Context: an optimization exercise on an open-source flow, tuned for a short achievable clock period. The choices shown serve that exercise and are no tape-out recipe. The RTL was checked by simulation tests, not by an equivalence proof against the original design. No activity file was given, so power comes from the tool's default toggle rates.

==> design.v <==
`timescale 1ns / 1ps
module mux_2_1( CHOICE0 , CHOICE1 , SEL , OUT
    );
	 parameter DataPathSize = 2 ; 
	 input [ DataPathSize - 1 : 0 ] CHOICE0 , CHOICE1  ;
	 input SEL ;  
	 output [ DataPathSize - 1 : 0 ] OUT ;
	 reg [ DataPathSize - 1 : 0 ] OUT ; 
	 always @( CHOICE0 or CHOICE1 or SEL ) 
		begin 
			if ( SEL == 1 )
				begin 
					OUT = CHOICE1 ;
				end 
			else 
				begin 
					OUT = CHOICE0 ;
				end 
		end
endmodule
`timescale 1ns / 1ps
module mux_4_1( CHOICE0 , CHOICE1 , CHOICE2 , CHOICE3 , SEL , OUT
    );
	 parameter DataPathSize = 3 ; 
	 parameter CH0 = 2'b00 ,
				  CH1 = 2'b01 ,
				  CH2 = 2'b10 ,
				  CH3 = 2'b11 ;
	 input [ DataPathSize - 1 : 0 ] CHOICE0 , CHOICE1 , CHOICE2 , CHOICE3 ;
	 input [ 1  : 0 ] SEL ;  
	 output [ DataPathSize - 1 : 0 ] OUT ;
	 reg [ DataPathSize - 1 : 0 ] OUT ; 
	 always @( CHOICE0 or CHOICE1 or CHOICE2 or CHOICE3 or SEL ) 
		begin 
			case ( SEL ) 
				CH0: begin 
							OUT = CHOICE0 ;
					  end
				CH1: begin 
							OUT = CHOICE1 ;
					  end
				CH2: begin 
							OUT = CHOICE2 ;
					  end
				CH3: begin 
							OUT = CHOICE3 ;
					  end
			endcase
		end
endmodule
`timescale 1ns / 1ps
module mux8_1(CHOICE0 , CHOICE1 , CHOICE2 , CHOICE3 , CHOICE4 , CHOICE5 , CHOICE6 , CHOICE7 , SEL , OUT
    );
	 parameter DataPathSize = 2 ; 
	 parameter CH0 = 3'b000 ,
				  CH1 = 3'b001 ,
				  CH2 = 3'b010 ,
				  CH3 = 3'b011 ,
				  CH4 = 3'b100 ,
				  CH5 = 3'b101 ,
				  CH6 = 3'b110 ,
				  CH7 = 3'b111 ;
	 input [ DataPathSize - 1 : 0 ] CHOICE0 , CHOICE1 , CHOICE2 , CHOICE3 , CHOICE4 , CHOICE5 , CHOICE6 , CHOICE7;
	 input [ 2  : 0 ] SEL ;  
	 output [ DataPathSize - 1 : 0 ] OUT ;
	 reg [ DataPathSize - 1 : 0 ] OUT ; 
	 always @( CHOICE0 or CHOICE1 or CHOICE2 or CHOICE3  or CHOICE4 or CHOICE5  or CHOICE6 or CHOICE7 or SEL ) 
		begin 
			case ( SEL )  
				CH0: begin 
							OUT = CHOICE0 ;
					  end
				CH1: begin 
							OUT = CHOICE1 ;
					  end
				CH2: begin 
							OUT = CHOICE2 ;
					  end
				CH3: begin 
							OUT = CHOICE3 ;
					  end
			   CH4: begin 
							OUT = CHOICE4 ;
					  end
			   CH5: begin 
							OUT = CHOICE5 ;
					  end
				CH6: begin 
							OUT = CHOICE6 ;
					  end
			   CH7: begin 
							OUT = CHOICE7 ;
					  end
			endcase
		end
endmodule
`timescale 1ns / 1ps
module signextension( INPUT , OUTPUT 
    );
	 parameter INPUTSize  = 1 ,
				  OUTPUTSize = 2 ;
	 input [ INPUTSize - 1 : 0 ] INPUT ;
	 output [ OUTPUTSize - 1 : 0 ] OUTPUT ;
	 assign OUTPUT = { { (OUTPUTSize - INPUTSize) { INPUT[INPUTSize-1] }} , INPUT } ;
endmodule
`timescale 1ns / 1ps
module controlunit( OPCODE , ControlSignals
    );
	 parameter PCLOAD    = 0 ,
				  PCMUX1    = 1 ,
				  PCMUX2    = 2 ,
				  BRANCHE   = 3 ,
				  BRANCHNE  = 4 ,
				  REGWEN    = 5 ,
				  REGDMUX1  = 6 ,
				  REGDMUX2  = 7 ,
				  REGAMUX1  = 8 ,
				  REGAMUX2  = 9 ,
				  RAMWEN    = 10 ,
				  OUTWEN    = 11 ,
				  ALUOPB    = 12 ,
				  ALUMUX1   = 13 ,
				  ALUMUX2   = 14 ,
				  ALUMUX3   = 15 ;
	parameter  SIZE     = 16 ;    
	parameter  ALU  = 4'b0000 ,   
				  ADDI = 4'b0100 ,
				  ANDI = 4'b0101 ,
				  ORI  = 4'b0110 ,
				  LW   = 4'b0111 ,
				  SW   = 4'b1000 ,
				  J    = 4'b1011 ,
				  JAL  = 4'b1100 ,
				  JR   = 4'b0011 ,
				  BEQ  = 4'b1001 ,
				  BNE  = 4'b1010 ,
				  IN   = 4'b0001 ,
				  OUT  = 4'b0010 ,
				  NOP  = 4'b1110 ,
				  HLT  = 4'b1111 ;
	input [ 3 : 0 ] OPCODE ;
	output [ SIZE - 1 : 0 ] ControlSignals ;
	reg [ SIZE - 1 : 0 ] ControlSignals ;	  
	always @( OPCODE ) 
		begin 
			case ( OPCODE ) 
				ALU : 
					ControlSignals = 16'b000_0_0_0_00_00_1_00_00_1 ; 
				ADDI : 
					ControlSignals = 16'b010_1_0_0_01_00_1_00_00_1 ;
				ANDI : 
					ControlSignals = 16'b011_1_0_0_01_00_1_00_00_1 ;
				ORI : 
					ControlSignals = 16'b100_1_0_0_01_00_1_00_00_1 ;
				LW  : 
					ControlSignals = 16'b010_0_0_0_01_01_1_00_00_1 ;
				SW : 
					ControlSignals = 16'b010_0_0_1_00_01_0_00_00_1 ;
				J  : 
					ControlSignals = 16'b000_0_0_0_00_00_0_00_10_1 ;
				JAL : 
					ControlSignals = 16'b000_0_0_0_10_11_1_00_10_1 ;
				JR : 
					ControlSignals = 16'b000_0_0_0_00_00_0_00_11_1 ;
				BEQ : 
					ControlSignals = 16'b001_1_0_0_00_01_0_01_01_1 ;
				BNE : 
					ControlSignals = 16'b001_1_0_0_00_01_0_10_01_1 ;
				IN : 
					ControlSignals = 16'b000_0_0_0_00_10_1_00_00_1 ;
				OUT : 
					ControlSignals = 16'b000_0_1_0_00_00_0_00_00_1 ;
				HLT : 
					ControlSignals = 16'b000_0_0_0_00_00_0_00_00_0 ;
				NOP : 
					ControlSignals = 16'b000_0_0_0_00_00_0_00_00_1 ;
				default :  
					ControlSignals = 16'b000_0_0_0_00_00_0_00_00_1 ;
			endcase
		end
endmodule
`timescale 1ns / 1ps
module alu( OPERAND1 , OPERAND2 , FUNC , ZF , RESULT  
    );
	 parameter OperandSize =  2 ;  
	 parameter ADD = 3'b000 ,  
				  SUB = 3'b001 ,  
				  AND = 3'b010 ,  
				  OR  = 3'b011 ,  
				  NOR = 3'b100 ,  
				  XOR = 3'b101 ,  
				  SLL = 3'b110 ,  
				  SRL = 3'b111 ;  
	 input [ OperandSize - 1 : 0 ] OPERAND1 , OPERAND2 ;  
	 input [ 3 - 1 : 0 ] FUNC ;   
	 output ZF ;   
	 output [ OperandSize - 1 : 0 ] RESULT ;  
	 reg [ OperandSize - 1 : 0 ] RESULT ;  
	 always @( OPERAND1 or OPERAND2 or FUNC )
		begin : EXCUTE_FUNC
			case ( FUNC ) 
				ADD : begin : ADD_OPERATION  
							RESULT = OPERAND1 + OPERAND2 ;
						end
				SUB : begin : SUN_OPERATION  
							RESULT = OPERAND1 - OPERAND2 ;
						end
				AND : begin : AND_OPERATION  
							RESULT = OPERAND1 & OPERAND2 ;
						end
				OR  : begin : OR_OPERATION  
							RESULT = OPERAND1 | OPERAND2 ;
						end
				NOR : begin : NOR_OPERATION  
							RESULT = ~(OPERAND1 | OPERAND2) ;
						end
				XOR : begin : XOR_OPERATION  
							RESULT = OPERAND1 ^ OPERAND2 ;
						end
				SLL : begin : SLL_OPERATION  
							RESULT = ( OPERAND1 << 1 ) ;
						end
				SRL : begin : SRL_OPERATION  
							RESULT = ( OPERAND1 >> 1 ) ;
						end
			endcase
		end
		assign ZF = RESULT? 1'b0 : 1'b1 ;  
endmodule
`timescale 1ns / 1ps
module registerfile( ADD1 , ADD2 , WADD , CLK , WEN , R1 , R2 , DATAIN , RESET
    );
	 parameter DataWidth = 16 ,
				  AddWidth  = 3 ;
	 input [ AddWidth - 1 : 0 ] ADD1 , ADD2 , WADD ;  
	 input [ DataWidth - 1 : 0 ] DATAIN ;
	 input CLK ; 
	 input WEN ;   
	 input RESET ;
	 integer i ;
	 output [ DataWidth - 1 : 0 ] R1 , R2 ;
	 reg [ DataWidth - 1 : 0 ] MEM [ 0 : ( 1 << AddWidth) - 1 ] ;
	 always @( posedge CLK or posedge RESET ) 
		begin 
		if ( RESET == 1 ) 
			begin 
				for ( i = 0 ; i < ( 1 << AddWidth) ; i = i + 1 )
				MEM[i]  <= 0 ;
			end
		else
			begin
				if ( WEN == 1 )
					begin 
						MEM [ WADD ] <= DATAIN ;
					end
				else   ;
			end
		end 
		assign R1 = MEM [ ADD1 ] ,
			    R2 = MEM [ ADD2 ] ;
endmodule
`timescale 1ns / 1ps
module programcounter( INDATA , OUTDATA , CLK , RESET , LOAD
    );
	 parameter DataSize = 2 ;
	 input [ DataSize - 1 : 0 ] INDATA ;  
	 input CLK ;  
	 input RESET ;  
	 input LOAD ;  
	 output [ DataSize - 1 : 0 ] OUTDATA ;
	 reg [ DataSize - 1 : 0 ] OUTDATA ;
	 always @( posedge CLK or posedge RESET )
		begin 
			if ( RESET == 1 )
				begin 
					OUTDATA <= 0 ;
				end 
			else 
				begin 
					if (LOAD == 1) 
						begin
							OUTDATA <= INDATA ;
                  end
               else   ;						
				end
		end
endmodule
`timescale 1ns / 1ps
module datamem( ADD , DATAIN , DATAOUT , CLK , WEN
    ); 
	 parameter AddWidth  = 2 ,  
				  DataWidth = 2 ;  
	 input [ DataWidth - 1 : 0 ]  DATAIN ;  
	 input [ AddWidth  - 1 : 0 ]  ADD ;  
	 input CLK ;  
	 input WEN ;  
	 output [ DataWidth - 1 : 0 ] DATAOUT ;  
	 reg [ DataWidth - 1 : 0 ] MEM [ 0 : ( 1 << AddWidth ) - 1 ] ;  
	 always @( posedge CLK ) 
		begin : WRITE_PROCESS
			if (WEN == 1)  
				begin 
					MEM [ ADD ] <= DATAIN ;  
				end 
			else   ;
		end
		assign DATAOUT = MEM [ ADD ] ;  
endmodule
`timescale 1ns / 1ps
module input_port( INPUT , INPUTD
    );
	 parameter InSize = 2 ,
				  DataSize = 4 ;
	 input [ InSize - 1 : 0 ] INPUT ;
	 output [ DataSize - 1 : 0 ] INPUTD ;	 
	 reg [ DataSize - 1 : 0 ] INPUTD ;
		always @(INPUT) 
			INPUTD = INPUT ;
endmodule
`timescale 1ns / 1ps
module output_port( DATA , OUT , Load , CLK
    );
	 parameter OutSize = 2 ;  
	 input [ OutSize - 1 : 0] DATA ;  
	 input Load ;  
	 input CLK ;   
	 output [ OutSize - 1 : 0 ] OUT ;  
	 reg [ OutSize - 1 : 0 ] OUT ;  
	 always @( posedge CLK ) 
		begin  
			if ( Load == 1) 
				begin  
					OUT <= DATA ;   
				end 
			else ;  
		end
endmodule
`timescale 1ns / 1ps
module Microprocessor( INPUT , OUTPUT , ClK , RESET , IADDR , IDATA
    );
	 parameter InputPortSize  = 4 ,
			 OutputPortSize = 16 ,
			 BusWidth = 16 ;
	 input [ InputPortSize - 1 : 0 ] INPUT ;
	 input ClK ;
	 input RESET ;
	 output [ OutputPortSize -1 : 0 ] OUTPUT ;
	 output [ BusWidth - 1 : 0 ] IADDR ;
	 input  [ BusWidth - 1 : 0 ] IDATA ;
	 reg [15:0]   pc ;
	 reg [127:0]  rfv ;         
	 reg [2047:0] memv ;        
	 reg [15:0]   outr ;
	 assign IADDR  = pc ;
	 assign OUTPUT = outr ;
	 wire [15:0] i = IDATA ;
	 wire [3:0] op = i[15:12] ;
	 wire [2:0] rs = i[11:9] , rt = i[8:6] , rd = i[5:3] , fn = i[2:0] ;
	 wire [15:0] imm = { {10{i[5]}} , i[5:0] } ;
	 wire isALU  = op == 4'b0000 ;
	 wire isIN   = op == 4'b0001 ;
	 wire isOUT  = op == 4'b0010 ;
	 wire isJR   = op == 4'b0011 ;
	 wire isADDI = op == 4'b0100 ;
	 wire isANDI = op == 4'b0101 ;
	 wire isORI  = op == 4'b0110 ;
	 wire isLW   = op == 4'b0111 ;
	 wire isSW   = op == 4'b1000 ;
	 wire isBEQ  = op == 4'b1001 ;
	 wire isBNE  = op == 4'b1010 ;
	 wire isJ    = op == 4'b1011 ;
	 wire isJAL  = op == 4'b1100 ;
	 wire isHLT  = op == 4'b1111 ;
	 wire [7:0] rsh , rth , rdh ;
	 genvar k , j , n2 ;
	 generate
		for ( k = 0 ; k < 8 ; k = k + 1 ) begin : g_dec
			assign rsh[k] = rs == k ;
			assign rth[k] = rt == k ;
			assign rdh[k] = rd == k ;
		end
	 endgenerate
	 wire [7:0]   eqk ;           
	 wire [79:0]  rincv , rdecv ;  
	 wire [1023:0] adec ;         
	 wire [127:0] raddi ;         
	 generate
		for ( k = 0 ; k < 8 ; k = k + 1 ) begin : g_pre
			wire [15:0] r = rfv[16*k +: 16] ;
			wire [7:0]  plo ;
			wire [15:0] phi ;
			for ( j = 0 ; j < 16 ; j = j + 1 ) begin : g_pd
				if ( j < 8 ) begin : g_l
					assign plo[j] = r[2:0] == j ;
				end
				assign phi[j] = r[6:3] == j ;
			end
			wire hi1 = &r[15:5] ;
			wire hi0 = ~|r[15:5] ;
			assign eqk[k] = ( r[4:0] == i[4:0] ) & ( i[5] ? hi1 : hi0 ) ;
			assign rincv[10*k +: 10] = r[15:6] + 10'd1 ;
			assign rdecv[10*k +: 10] = r[15:6] - 10'd1 ;
			for ( j = 0 ; j < 128 ; j = j + 1 ) begin : g_ad
				mp_and2 u_ad ( .a( plo[j % 8] ) , .b( phi[j / 8] ) , .y( adec[128*k + j] ) ) ;
			end
			wire [6:0] lo ;
			mp_add6 u_lo ( .a( r[5:0] ) , .b( i[5:0] ) , .y( lo ) ) ;
			wire [9:0] hi = ( lo[6] & ~i[5] ) ? rincv[10*k +: 10] :
			                ( ~lo[6] & i[5] ) ? rdecv[10*k +: 10] : r[15:6] ;
			assign raddi[16*k +: 16] = { hi , lo[5:0] } ;
		end
	 endgenerate
	 reg        eq ;
	 integer n ;
	 always @* begin
		eq = 1'b0 ;
		for ( n = 0 ; n < 8 ; n = n + 1 ) begin
			eq   = eq   | ( rsh[n] & eqk[n] ) ;
		end
	 end
	 wire [127:0] rlv ;            
	 wire [511:0] asel ;           
	 wire [15:0]  ramout ;
	 generate
		for ( j = 0 ; j < 16 ; j = j + 1 ) begin : g_rdec
			mp_dec3 u_d ( .a( rs ) , .y( rlv[8*j +: 8] ) ) ;
		end
		for ( j = 0 ; j < 128 ; j = j + 1 ) begin : g_asel
			wire [7:0] ac ;
			for ( n2 = 0 ; n2 < 8 ; n2 = n2 + 1 ) begin : g_c
				assign ac[n2] = adec[128*n2 + j] ;
			end
			for ( n2 = 0 ; n2 < 4 ; n2 = n2 + 1 ) begin : g_cp
				mp_sel8 u_a ( .s( rlv[8*(j/8) +: 8] ) , .d( ac ) , .y( asel[128*n2 + j] ) ) ;
			end
		end
		for ( j = 0 ; j < 16 ; j = j + 1 ) begin : g_rd
			wire [127:0] col ;
			for ( n2 = 0 ; n2 < 128 ; n2 = n2 + 1 ) begin : g_col
				assign col[n2] = memv[16*n2 + j] ;
			end
			mp_sel128 u_rd ( .s( asel[128*(j/4) +: 128] ) , .d( col ) , .y( ramout[j] ) ) ;
		end
	 endgenerate
	 wire [15:0] sum_ab , dif_ab , addi ;
	 wire [15:0] A , B ;
	 generate
		for ( j = 0 ; j < 16 ; j = j + 1 ) begin : g_fin
			wire [7:0] c1 , c4 ;
			for ( n2 = 0 ; n2 < 8 ; n2 = n2 + 1 ) begin : g_c
				assign c1[n2] = rfv[16*n2 + j] ;
				assign c4[n2] = raddi[16*n2 + j] ;
			end
			mp_sel8 u_a ( .s( rsh ) , .d( c1 ) , .y( A[j] ) ) ;
			mp_sel8 u_b ( .s( rth ) , .d( c1 ) , .y( B[j] ) ) ;
			mp_sel8 u_4 ( .s( rsh ) , .d( c4 ) , .y( addi[j] ) ) ;
		end
	 endgenerate
	 mp_add16 u_add ( .a( A ) , .b( B ) , .y( sum_ab ) ) ;
	 mp_sub16 u_sub ( .a( A ) , .b( B ) , .y( dif_ab ) ) ;
	 wire [15:0] pc1 = pc + 16'd1 ;
	 wire s_add = isALU & ( fn == 3'b000 ) ;
	 wire s_sub = isALU & ( fn == 3'b001 ) ;
	 wire s_and = isALU & ( fn == 3'b010 ) ;
	 wire s_or  = isALU & ( fn == 3'b011 ) ;
	 wire s_nor = isALU & ( fn == 3'b100 ) ;
	 wire s_xor = isALU & ( fn == 3'b101 ) ;
	 wire s_shl = isALU & ( fn == 3'b110 ) ;
	 wire s_shr = isALU & ( fn == 3'b111 ) ;
	 wire [15:0] rest =
		  ( {16{s_and}}  & ( A & B ) )
		| ( {16{s_or}}   & ( A | B ) )
		| ( {16{s_nor}}  & ~( A | B ) )
		| ( {16{s_xor}}  & ( A ^ B ) )
		| ( {16{s_shl}}  & { A[14:0] , 1'b0 } )
		| ( {16{s_shr}}  & { 1'b0 , A[15:1] } )
		| ( {16{isANDI}} & ( A & imm ) )
		| ( {16{isORI}}  & ( A | imm ) )
		| ( {16{isIN}}   & { 12'd0 , INPUT } )
		| ( {16{isJAL}}  & pc1 ) ;
	 wire [15:0] nrest = ~rest ;
	 wire [15:0] wdata ;
	 generate
		for ( j = 0 ; j < 16 ; j = j + 1 ) begin : g_wd
			wire t1 , t2 ;
			mp_a22oi u_1 ( .a( s_add ) , .b( sum_ab[j] ) , .c( s_sub ) , .d( dif_ab[j] ) , .y( t1 ) ) ;
			mp_a22oi u_2 ( .a( isADDI ) , .b( addi[j] ) , .c( isLW ) , .d( ramout[j] ) , .y( t2 ) ) ;
			mp_nand3 u_3 ( .a( t1 ) , .b( t2 ) , .c( nrest[j] ) , .y( wdata[j] ) ) ;
		end
	 endgenerate
	 wire wrd = isALU | isIN ;
	 wire wrt = isADDI | isANDI | isORI | isLW ;
	 wire [7:0] rwe = ( {8{wrd}} & rdh ) | ( {8{wrt}} & rth ) | { isJAL , 7'd0 } ;
	 wire [6:0]  lo_bt ;
	 mp_add6 u_lobt ( .a( pc1[5:0] ) , .b( i[5:0] ) , .y( lo_bt ) ) ;
	 wire        cb6 = lo_bt[6] ;
	 wire [9:0]  p1inc = pc1[15:6] + 10'd1 ;
	 wire [9:0]  p1dec = pc1[15:6] - 10'd1 ;
	 wire [9:0]  hi_bt = ( cb6 & ~i[5] ) ? p1inc : ( ~cb6 & i[5] ) ? p1dec : pc1[15:6] ;
	 wire [15:0] btgt = { hi_bt , lo_bt[5:0] } ;
	 wire [15:0] jtgt = { 3'b000 , { 1'b0 , i[11:0] } + { 9'd0 , pc[15:12] } } ;
	 wire taken = ( isBEQ & ~eq ) | ( isBNE & eq ) ;
	 wire [15:0] pbase = isHLT ? pc :
	                     ( isJ | isJAL ) ? jtgt :
	                     isJR ? A : pc1 ;
	 wire [15:0] pcn = taken ? btgt : pbase ;
	 always @( posedge ClK or negedge RESET )
		if ( !RESET ) pc <= 16'd0 ;
		else pc <= pcn ;
	 generate
		for ( k = 0 ; k < 8 ; k = k + 1 ) begin : g_rf
			always @( posedge ClK or negedge RESET )
				if ( !RESET ) rfv[16*k +: 16] <= 16'd0 ;
				else if ( rwe[k] ) rfv[16*k +: 16] <= wdata ;
		end
		for ( j = 0 ; j < 128 ; j = j + 1 ) begin : g_mem
			always @( posedge ClK )
				if ( isSW & asel[j] ) memv[16*j +: 16] <= B ;
		end
	 endgenerate
	 always @( posedge ClK )
		if ( isOUT ) outr <= A ;
endmodule
module mp_a22oi ( a , b , c , d , y ) ;
	input a , b , c , d ;
	output y ;
	assign y = ~( ( a & b ) | ( c & d ) ) ;
endmodule
module mp_nand4 ( a , b , c , d , y ) ;
	input a , b , c , d ;
	output y ;
	assign y = ~( a & b & c & d ) ;
endmodule
module mp_nor4 ( a , b , c , d , y ) ;
	input a , b , c , d ;
	output y ;
	assign y = ~( a | b | c | d ) ;
endmodule
module mp_sel8 ( s , d , y ) ;
	input [7:0] s , d ;
	output y ;
	wire [3:0] t ;
	genvar m ;
	generate
		for ( m = 0 ; m < 4 ; m = m + 1 ) begin : g
			mp_a22oi u ( .a( s[2*m] ) , .b( d[2*m] ) , .c( s[2*m+1] ) , .d( d[2*m+1] ) , .y( t[m] ) ) ;
		end
	endgenerate
	mp_nand4 u_o ( .a( t[0] ) , .b( t[1] ) , .c( t[2] ) , .d( t[3] ) , .y( y ) ) ;
endmodule
module mp_sel128 ( s , d , y ) ;
	input [127:0] s , d ;
	output y ;
	wire [15:0] t ;
	wire [3:0] u ;
	genvar m ;
	generate
		for ( m = 0 ; m < 16 ; m = m + 1 ) begin : g8
			mp_sel8 u8 ( .s( s[8*m +: 8] ) , .d( d[8*m +: 8] ) , .y( t[m] ) ) ;
		end
		for ( m = 0 ; m < 4 ; m = m + 1 ) begin : g32
			mp_nor4 u4 ( .a( t[4*m] ) , .b( t[4*m+1] ) , .c( t[4*m+2] ) , .d( t[4*m+3] ) , .y( u[m] ) ) ;
		end
	endgenerate
	mp_nand4 u_o ( .a( u[0] ) , .b( u[1] ) , .c( u[2] ) , .d( u[3] ) , .y( y ) ) ;
endmodule
module mp_xor2 ( a , b , y ) ;
	input a , b ;
	output y ;
	assign y = a ^ b ;
endmodule
module mp_xnor2 ( a , b , y ) ;
	input a , b ;
	output y ;
	assign y = ~( a ^ b ) ;
endmodule
module mp_and2 ( a , b , y ) ;
	input a , b ;
	output y ;
	assign y = a & b ;
endmodule
module mp_and2b ( a , b , y ) ;    
	input a , b ;
	output y ;
	assign y = a & ~b ;
endmodule
module mp_or2 ( a , b , y ) ;
	input a , b ;
	output y ;
	assign y = a | b ;
endmodule
module mp_a21o ( a1 , a2 , b1 , y ) ;
	input a1 , a2 , b1 ;
	output y ;
	assign y = ( a1 & a2 ) | b1 ;
endmodule
module mp_inv ( a , y ) ;
	input a ;
	output y ;
	assign y = ~a ;
endmodule
module mp_nand3 ( a , b , c , y ) ;
	input a , b , c ;
	output y ;
	assign y = ~( a & b & c ) ;
endmodule
module mp_ks16 ( g , p , y ) ;
	parameter CIN = 0 ;
	input [15:0] g , p ;
	output [15:0] y ;
	wire [15:0] G0 , P0 , G1 , P1 , G2 , P2 , G3 , P3 , G4 , P4 ;
	genvar i ;
	generate
		if ( CIN ) begin : g_c1
			mp_or2 u_g0 ( .a( g[0] ) , .b( p[0] ) , .y( G0[0] ) ) ;
		end else begin : g_c0
			assign G0[0] = g[0] ;
		end
		assign G0[15:1] = g[15:1] ;
		assign P0 = p ;
		for ( i = 0 ; i < 16 ; i = i + 1 ) begin : g_l
			if ( i >= 1 ) begin : l1
				mp_a21o u_g ( .a1( P0[i] ) , .a2( G0[i-1] ) , .b1( G0[i] ) , .y( G1[i] ) ) ;
				mp_and2 u_p ( .a( P0[i] ) , .b( P0[i-1] ) , .y( P1[i] ) ) ;
			end else begin : k1
				assign G1[i] = G0[i] ; assign P1[i] = P0[i] ;
			end
			if ( i >= 2 ) begin : l2
				mp_a21o u_g ( .a1( P1[i] ) , .a2( G1[i-2] ) , .b1( G1[i] ) , .y( G2[i] ) ) ;
				mp_and2 u_p ( .a( P1[i] ) , .b( P1[i-2] ) , .y( P2[i] ) ) ;
			end else begin : k2
				assign G2[i] = G1[i] ; assign P2[i] = P1[i] ;
			end
			if ( i >= 4 ) begin : l3
				mp_a21o u_g ( .a1( P2[i] ) , .a2( G2[i-4] ) , .b1( G2[i] ) , .y( G3[i] ) ) ;
				mp_and2 u_p ( .a( P2[i] ) , .b( P2[i-4] ) , .y( P3[i] ) ) ;
			end else begin : k3
				assign G3[i] = G2[i] ; assign P3[i] = P2[i] ;
			end
			if ( i >= 8 ) begin : l4
				mp_a21o u_g ( .a1( P3[i] ) , .a2( G3[i-8] ) , .b1( G3[i] ) , .y( G4[i] ) ) ;
			end else begin : k4
				assign G4[i] = G3[i] ;
			end
			if ( i == 0 ) begin : s0
				if ( CIN ) begin : c1
					mp_inv u_s ( .a( p[0] ) , .y( y[0] ) ) ;
				end else begin : c0
					assign y[0] = p[0] ;
				end
			end else begin : s1
				mp_xor2 u_s ( .a( p[i] ) , .b( G4[i-1] ) , .y( y[i] ) ) ;
			end
		end
	endgenerate
endmodule
module mp_add16 ( a , b , y ) ;
	input [15:0] a , b ;
	output [15:0] y ;
	wire [15:0] g , p ;
	genvar i ;
	generate
		for ( i = 0 ; i < 16 ; i = i + 1 ) begin : g_pg
			mp_and2 u_g ( .a( a[i] ) , .b( b[i] ) , .y( g[i] ) ) ;
			mp_xor2 u_p ( .a( a[i] ) , .b( b[i] ) , .y( p[i] ) ) ;
		end
	endgenerate
	mp_ks16 #( 0 ) u_ks ( .g( g ) , .p( p ) , .y( y ) ) ;
endmodule
module mp_sub16 ( a , b , y ) ;
	input [15:0] a , b ;
	output [15:0] y ;
	wire [15:0] g , p ;
	genvar i ;
	generate
		for ( i = 0 ; i < 16 ; i = i + 1 ) begin : g_pg
			mp_and2b u_g ( .a( a[i] ) , .b( b[i] ) , .y( g[i] ) ) ;
			mp_xnor2 u_p ( .a( a[i] ) , .b( b[i] ) , .y( p[i] ) ) ;
		end
	endgenerate
	mp_ks16 #( 1 ) u_ks ( .g( g ) , .p( p ) , .y( y ) ) ;
endmodule
module mp_add6 ( a , b , y ) ;
	input [5:0] a , b ;
	output [6:0] y ;
	wire [5:0] g , p , G1 , P1 , G2 , P2 , G3 ;
	genvar i ;
	generate
		for ( i = 0 ; i < 6 ; i = i + 1 ) begin : g_b
			mp_and2 u_g ( .a( a[i] ) , .b( b[i] ) , .y( g[i] ) ) ;
			mp_xor2 u_p ( .a( a[i] ) , .b( b[i] ) , .y( p[i] ) ) ;
			if ( i >= 1 ) begin : l1
				mp_a21o u_g1 ( .a1( p[i] ) , .a2( g[i-1] ) , .b1( g[i] ) , .y( G1[i] ) ) ;
				mp_and2 u_p1 ( .a( p[i] ) , .b( p[i-1] ) , .y( P1[i] ) ) ;
			end else begin : k1
				assign G1[i] = g[i] ; assign P1[i] = p[i] ;
			end
			if ( i >= 2 ) begin : l2
				mp_a21o u_g2 ( .a1( P1[i] ) , .a2( G1[i-2] ) , .b1( G1[i] ) , .y( G2[i] ) ) ;
				mp_and2 u_p2 ( .a( P1[i] ) , .b( P1[i-2] ) , .y( P2[i] ) ) ;
			end else begin : k2
				assign G2[i] = G1[i] ; assign P2[i] = P1[i] ;
			end
			if ( i >= 4 ) begin : l3
				mp_a21o u_g3 ( .a1( P2[i] ) , .a2( G2[i-4] ) , .b1( G2[i] ) , .y( G3[i] ) ) ;
			end else begin : k3
				assign G3[i] = G2[i] ;
			end
			if ( i == 0 ) begin : s0
				assign y[0] = p[0] ;
			end else begin : s1
				mp_xor2 u_s ( .a( p[i] ) , .b( G3[i-1] ) , .y( y[i] ) ) ;
			end
		end
	endgenerate
	assign y[6] = G3[5] ;
endmodule
module mp_dec3 ( a , y ) ;
	input [2:0] a ;
	output [7:0] y ;
	genvar m ;
	generate
		for ( m = 0 ; m < 8 ; m = m + 1 ) begin : g
			assign y[m] = a == m ;
		end
	endgenerate
endmodule
==> run.sh <==
#!/bin/bash
# synth_recipe.tcl (not shown) runs the flow's synth.tcl, then flattens the netlist and writes it again
# the make line also repeats each setting of config.mk as NAME=value (left out here)
make -C /OpenROAD-flow-scripts/flow DESIGN_CONFIG=/design/flow/config.mk WORK_HOME=/design/flow/orfs CLKGATE_MAP_FILE= SYNTH_SCRIPT=/design/flow/synth_recipe.tcl finish
==> config.mk <==
export PLATFORM = sky130hd
export DESIGN_NAME = Microprocessor
export DESIGN_NICKNAME = Microprocessor
export VERILOG_FILES = /design/flow/design.v
export SDC_FILE = /design/flow/constraint.sdc
export NUM_CORES = 4
export LEC_CHECK = 0
export CAP_MARGIN = 50
export CORE_MARGIN = 2
export CORE_UTILIZATION = 30
export SETUP_SLACK_MARGIN = 5
export SLEW_MARGIN = 70
export SYNTH_HIERARCHICAL = 1
export SYNTH_MINIMUM_KEEP_SIZE = 0
export TNS_END_PERCENT = 10
==> constraint.sdc <==
create_clock -name core_clock -period 8.0 [get_ports {ClK}]
set_input_delay 1.6000 -clock core_clock [delete_from_list [all_inputs] [get_ports {ClK}]]
set_output_delay 1.6000 -clock core_clock [all_outputs]
set_load 0.01 [all_outputs]
==> summary.txt <==
==> metal layers <==
layer,up-vias,track usage
met5,-,0.001169
met4,16,0.1505
met3,2128,0.06163
met2,7295,0.3529
met1,55860,0.3031
li1,45480,-
==> area by class of cell <==
type	count	share of cell area
Timing Repair Buffer	1830	0.1080
Tap cell	5952	0.04296
Clock inverter	147	0.009384
Clock buffer	270	0.03364
Inverter	65	0.001465
Sequential cell	2208	0.3795
Antenna cell	228	0.003292
Multi-Input combinational cell	7308	0.4218
==> path summary, 6_finish.rpt <==
check,startpoint,endpoint,slack (ns),depth (start not counted)
worst max-delay path,rfv[98]$_DFFE_PN0P_,rfv[8]$_DFFE_PN0P_,3.10,17
min in group core_clock,pc[6]$_DFFE_PN0P_,pc[6]$_DFFE_PN0P_,0.62,3
worst min register to register,pc[6]$_DFFE_PN0P_,pc[6]$_DFFE_PN0P_,0.62,3
worst min-delay path,RESET,rfv[75]$_DFFE_PN0P_,0.51,2
worst max register to register,rfv[98]$_DFFE_PN0P_,rfv[8]$_DFFE_PN0P_,3.10,17
max in group asynchronous,RESET,rfv[64]$_DFFE_PN0P_,6.65,4
==> sequential cells by signal, indices dropped and copies added (netlist names) <==
register,count
rfv,128
pc,16
memv,2048
outr,16
==> placed cells by master (no fill, tap or decap), types with 51 or more instances in the layout <==
master	count
buf_12	110
nor3_1	51
buf_2	214
xnor2_1	80
a21o_1	190
and2_4	132
buf_4	936
and2_1	1199
nor2_4	91
edfxtp_1	2064
buf_8	113
nand2_1	95
buf_16	77
dfrtp_1	56
dfrtp_2	56
inv_1	62
and3b_4	63
ha_1	53
diode_2	228
xor2_1	201
a22oi_2	3298
clkbuf_16	252
buf_6	289
nor2_1	83
mux2_4	95
nand4_1	865
==> where the power goes <==
| group | switching, mW | internal (mW) | leakage, nW |
|---|---|---|---|
| Combinational | 8.04 | 3.97 | 30.4 |
| Sequential | 0.720 | 13.5 | 20.8 |
| Clock | 4.73 | 6.08 | 3.61 |
| Total | 13.5 | 23.6 | 54.7 |
==> stage by stage <==
step	total power, mW	worst slack (ns)
global route	37.64	3.217
global placement	23.69	0.5040
floorplan	19.14	1.121
detailed placement	24.74	1.693
CTS	36.10	3.333
finish	37.06	3.097
==> what timing repair did <==
action,CTS,global route
endpoints found under the hold margin,0,0
gates cloned,32,34
buffers inserted,455,222
setup endpoints to repair,2653,2651
pin swaps,245,188
resized for setup,533,281
==> results.ini <==
[run_status]
status = complete, but fails checks
so_faults = antenna violations

[clocking]
path_clk_slew_ns = 0.07
cts.sinks = 2208
cts-buffers-inserted = 226
clock_latency_ns = 1.01
hold_buffers = 0
cts_buffer_depth = 4
root_buffer = clkbuf_16
htree_levels = 4
cts_tree = done

[layout]
area_growth_pct = 28.36
fin_util = 0.3865
ff_latch_area_um2 = 65770
final_cells = 18010
multi_input_area_um2 = 73120
fill_cells = 41780
drive_gt1_frac = 0.5416
design_area_um2 = 173300
fin_nets = 11720

[global_route]
grt_max_degree = 58
grtUsageTotal = 0.2364
antenna_found_initial = 81
grt_pass1_vias = 101400
grt-ovfl-total = 0
grt_pass1_wl_um = 775200

[floorplan]
coreArea_um2 = 448500
rows = 246
die_h_um = 674.9
start_util = 0.3011
dieArea_um2 = 455500
dieWidth_um = 674.9
io-pin-count = 54

[drt]
met2_length_um = 245900
route.detailed.drc = 0
firstDrtPassIters = 7
top_layer_used = met5
final_antenna_net_count = 3
drt-initial-drc-count = 14190
met1_length_um = 221600
via_count = 110800
wirelength_um = 570300
routedWlPerCell_um = 31.67
dr_wl_met3_um = 59820
vias_per_cell = 6.151

[logic_synthesis]
synth_nets = 9824
netlist_area_um2 = 135000
syn_avg_cell_area_um2 = 13.86
yosys_warnings = 7
syn_inst = 9746

[setup_path]
cp_top_family = simple AND/OR/NAND/NOR gates
critical_path_buf_inv_count = 6
end_kind = register
critPathMaxStageDelay_ns = 0.52
crit_chain = nor3b_4 > buf_2 > clkbuf_8 > and2_1 > a22oi_2 > nand4_1 > buf_6 > a22oi_2 > nand4_1 > buf_6 > nor4_4 > buf_4 > buf_8 > nand4_1 > a22oi_2 > nand3_4 > mux2_4
cp.arrival_ns = 5.75
cp_max_fo = 14
crit_required_ns = 8.85
critPathKind = register to register
cpMaxStageDelayCell = dfrtp_4
cp-start-kind = register

[timing]
hold_viol = 0
period_share = 0.6129
setup_viol = 0
grt_setup_unrepaired = true
slew_headroom = 0.6315
slew_viol_final = 0
tightest_slew_ns = 0.5500
max_freq_mhz = 203.9
holdWs_ns = 0.5065
period_needed_ns = 4.903
setup_tns_ns = 0
clock_skew_ns = 0.1458

[placed_design]
postPlaceCellArea_um2 = 155200
gp_congestion = 1.030
io_buffers = 53
dp_cells = 16580
dp.final_hpwl_um = 398900

[job]
max_cap_violations = 0

[power_and_ir_drop]
ir_drop_uv = 202.6
p_leak_nw = 54.73
p_per_area_nw_per_um2 = 213.8

[worst_hold_path]
hold_path_class = input pin to async pin

==> static timing again, ports no longer ideal <==
How much do the figures lean on ideal ports? The routed layout below was timed once more, with nothing changed but the port constraints. Step 1 (the two cells are an assumption about what drives the block):
set clk [get_ports {ClK}]
set_driving_cell -lib_cell sky130_fd_sc_hd__clkbuf_16 $clk
set_driving_cell -lib_cell sky130_fd_sc_hd__buf_2 [delete_from_list [all_inputs] $clk]
Step 2 also shifts input and output timing later by t, the mid clock arrival at the registers, as if the neighbouring blocks saw the same clock. Three values: no drivers, after step 1, after step 2; two values: the first two.
shift t [ns]: 1.050
setup slack, ns: 3.097 / 3.063 / 2.012
worst hold slack (ns): 0.507 / 0.485 / 0.625
latest minus earliest clock arrival (ns): 0.149 / 0.149
slew at the worst register clock pin (ns): 0.08 / 0.08
The setup slack of this run moves by -0.034 ns with the drivers and by -1.085 ns with both steps.
